What follows belongs to an exercise in optimizing a design on an open flow for small area, a short achievable clock period and few clock cycles; a production flow would make more cautious choices. The RTL was checked by simulation tests, not by an equivalence proof against the original design. Power figures rest on the tool's default switching activity, not on a simulated workload.

// Milestone_1
module Milestone_1 (
		input logic Clock_50,
		input logic Resetn,
		input logic M1_Start,
		input logic [15:0] SRAM_read_data,
		output logic M1_Finish,
		output logic [15:0] M1_write_data,
		output logic [17:0] M1_address,
		output logic M1_we_n
);
Size: roughly 2,300 cells after synthesis, ~390 flip-flops, ~55 I/O pins, about 0.025 sq mm of cells after synthesis.
clock: 12.0 ns
lec_check: 0
cap_margin: 20
core_margin: 2
core_utilization: 40
place_density: 0.6
slew_margin: 20
standard.sh (not shown) runs the stock make flow with config.mk's settings and CLKGATE_MAP_FILE= SYNTH_SCRIPT=/design/flow/synth_recipe.tcl, a recipe that flattens the netlist after the stock synthesis.
==> flow/flow/run.sh <==
#!/bin/bash
# Standard layout with two changes to how it is made (the clock period and
# constraints stay the design's): timing repair aims for extra setup slack,
# and the port buffers are plain buffers (buf_2) rather than the resizer's
# default pick.
set -euo pipefail
MARGIN=${MARGIN:-8.35}
bash standard.sh SETUP_SLACK_MARGIN=$MARGIN "BUFFER_PORTS_ARGS=-buffer_cell sky130_fd_sc_hd__buf_2" finish > standard_flow.log 2>&1
Testbench counts at the start, summed over its fixed seeds: cycles 774,760.
Then changed:
--- a/flow/flow/run.sh
+++ b/flow/flow/run.sh
@@ -6,3 +6,3 @@
 set -euo pipefail
-MARGIN=${MARGIN:-8.35}
+MARGIN=${MARGIN:-8.25}
 bash standard.sh SETUP_SLACK_MARGIN=$MARGIN "BUFFER_PORTS_ARGS=-buffer_cell sky130_fd_sc_hd__buf_2" finish > standard_flow.log 2>&1
- CORE_UTILIZATION: 40 -> 55
- PLACE_DENSITY: 0.6 -> 0.7
Fmax increases by 0.54%.
Via count went up by 1.2%.
Area after synthesis does not change.
Routed wire length fell by about 3.3%.
Then changed:
- CORE_UTILIZATION: 55 -> 40
- PLACE_DENSITY: 0.7 -> 0.6
=> Non-clock buffer count grows by 3; via count shrinks by 1.1%; final area grows by 1.5%; setup slack gets better by 0.018 ns; wire length grows by 2.4%; count of clock-buffer cells in the layout grows by 10; synthesized cell count does not change; power grows by 2.4%; die area grows by 37%.
Then changed:
--- a/flow/flow/run.sh
+++ b/flow/flow/run.sh
@@ -6,3 +6,3 @@
 set -euo pipefail
-MARGIN=${MARGIN:-8.25}
+MARGIN=${MARGIN:-7.75}
 bash standard.sh SETUP_SLACK_MARGIN=$MARGIN "BUFFER_PORTS_ARGS=-buffer_cell sky130_fd_sc_hd__buf_2" finish > standard_flow.log 2>&1
Outcome: The changed run completed with no timing, DRC or antenna violations. Fmax decreases by a little under a tenth. Design area fell by a few percent. Cell count falls slightly.
Then changed:
--- a/flow/flow/run.sh
+++ b/flow/flow/run.sh
@@ -6,3 +6,3 @@
 set -euo pipefail
-MARGIN=${MARGIN:-7.75}
+MARGIN=${MARGIN:-8.5}
 bash standard.sh SETUP_SLACK_MARGIN=$MARGIN "BUFFER_PORTS_ARGS=-buffer_cell sky130_fd_sc_hd__buf_2" finish > standard_flow.log 2>&1
Effect: Total power hardly moves. Final cell count grows by about 1.6%. Sequential share of layout area shrinks by 0.84 points.

Milestone_1, a different RTL version from the one above (not shown whole).
Size in the first run: roughly 2,400 cells after synthesis, roughly 55 I/O pins, about 25,000 µm² of cells after synthesis.
==> flow/config.mk <==
export PLATFORM = sky130hd
export DESIGN_NAME = Milestone_1
export DESIGN_NICKNAME = Milestone_1
export VERILOG_FILES = /design/flow/design.v
export SDC_FILE = /design/flow/constraint.sdc
export NUM_CORES = 4
export LEC_CHECK = 0
export CAP_MARGIN = 20
export CORE_MARGIN = 2
export CORE_UTILIZATION = 40
export CTS_BUF_LIST = sky130_fd_sc_hd__clkbuf_4 sky130_fd_sc_hd__clkbuf_8
export PLACE_DENSITY = 0.6
export SLEW_MARGIN = 20
==> flow/constraint.sdc <==
create_clock -name core_clock -period 12.0 [get_ports {Clock_50}]
set_input_delay 2.4000 -clock core_clock [delete_from_list [all_inputs] [get_ports {Clock_50}]]
set_output_delay 2.4000 -clock core_clock [all_outputs]
set_load 0.01 [all_outputs]
==> flow/flow/run.sh <==
#!/bin/bash
# Standard layout with two changes to how it is made (the clock period and
# constraints stay the design's): timing repair aims for extra setup slack,
# and the port buffers are plain buffers (buf_2) rather than the resizer's
# default pick.
set -euo pipefail
MARGIN=${MARGIN:-8}
bash standard.sh SETUP_SLACK_MARGIN=$MARGIN "BUFFER_PORTS_ARGS=-buffer_cell sky130_fd_sc_hd__buf_2" finish > standard_flow.log 2>&1
The first run passed the timing, design-rule and antenna checks.
Testbench counts at the start, summed over its fixed seeds: cycles 774,760.
Rerun with:
Settings changed: CORE_UTILIZATION 40 to 70, CTS_BUF_LIST sky130_fd_sc_hd__clkbuf_4 sky130_fd_sc_hd__clkbuf_8 to default, PLACE_DENSITY 0.6 to 0.85.
- The changed run passed the timing, design-rule and antenna checks
- setup slack degrades by 88 ps
- utilization went up by 33 points
- final cell count fell by roughly a tenth
- combinational power drops slightly
- die area falls by well over a third
- power came out higher by a few percent
- wire length is about the same

[port drivers added, routing unchanged]
The flow's constraints put no driver on any port. The routed layouts listed below were extracted and timed again, unchanged, in two steps.
Step 1 assumes that a clkbuf_16 drives the clock port and a buf_2 every other input.
Step 2 times the ports against the registers' clock, not the clock port: input delays grow and output delays shrink by t, the midpoint of the rising clock arrivals with the driver on.
Slacks: ideal / step 1 / step 2; pairs: ideal / step 1.
run | t (ns) | slack for setup (ns) | worst hold slack (ns) | slew at the worst register clock pin (ns)
the first run of note 1 | 0.643 | 8.269 / 8.269 / 8.168 | 0.324 / 0.324 / 0.324 | 0.07 / 0.07
the second run of note 1 | 0.619 | 8.289 / 8.289 / 8.217 | 0.336 / 0.336 / 0.336 | 0.07 / 0.07
the third run of note 1 | 0.636 | 8.307 / 8.307 / 8.249 | 0.325 / 0.325 / 0.325 | 0.06 / 0.06
the fourth run of note 1 | 0.633 | 7.974 / 7.974 / 7.974 | 0.336 / 0.336 / 0.336 | 0.07 / 0.07
the fifth run of note 1 | 0.631 | 8.277 / 8.277 / 8.277 | 0.326 / 0.326 / 0.326 | 0.07 / 0.07
the first run of note 2 | 0.706 | 8.076 / 8.076 / 8.076 | 0.326 / 0.326 / 0.326 | 0.07 / 0.07
the second run of note 2 | 0.631 | 7.988 / 7.988 / 7.988 | 0.326 / 0.326 / 0.326 | 0.07 / 0.07
After both steps setup and hold are still met in every run listed. For the first run of note 1, which loses most, drivers alone change the setup slack by 0.000 ns; drivers and shift together by -0.101 ns.
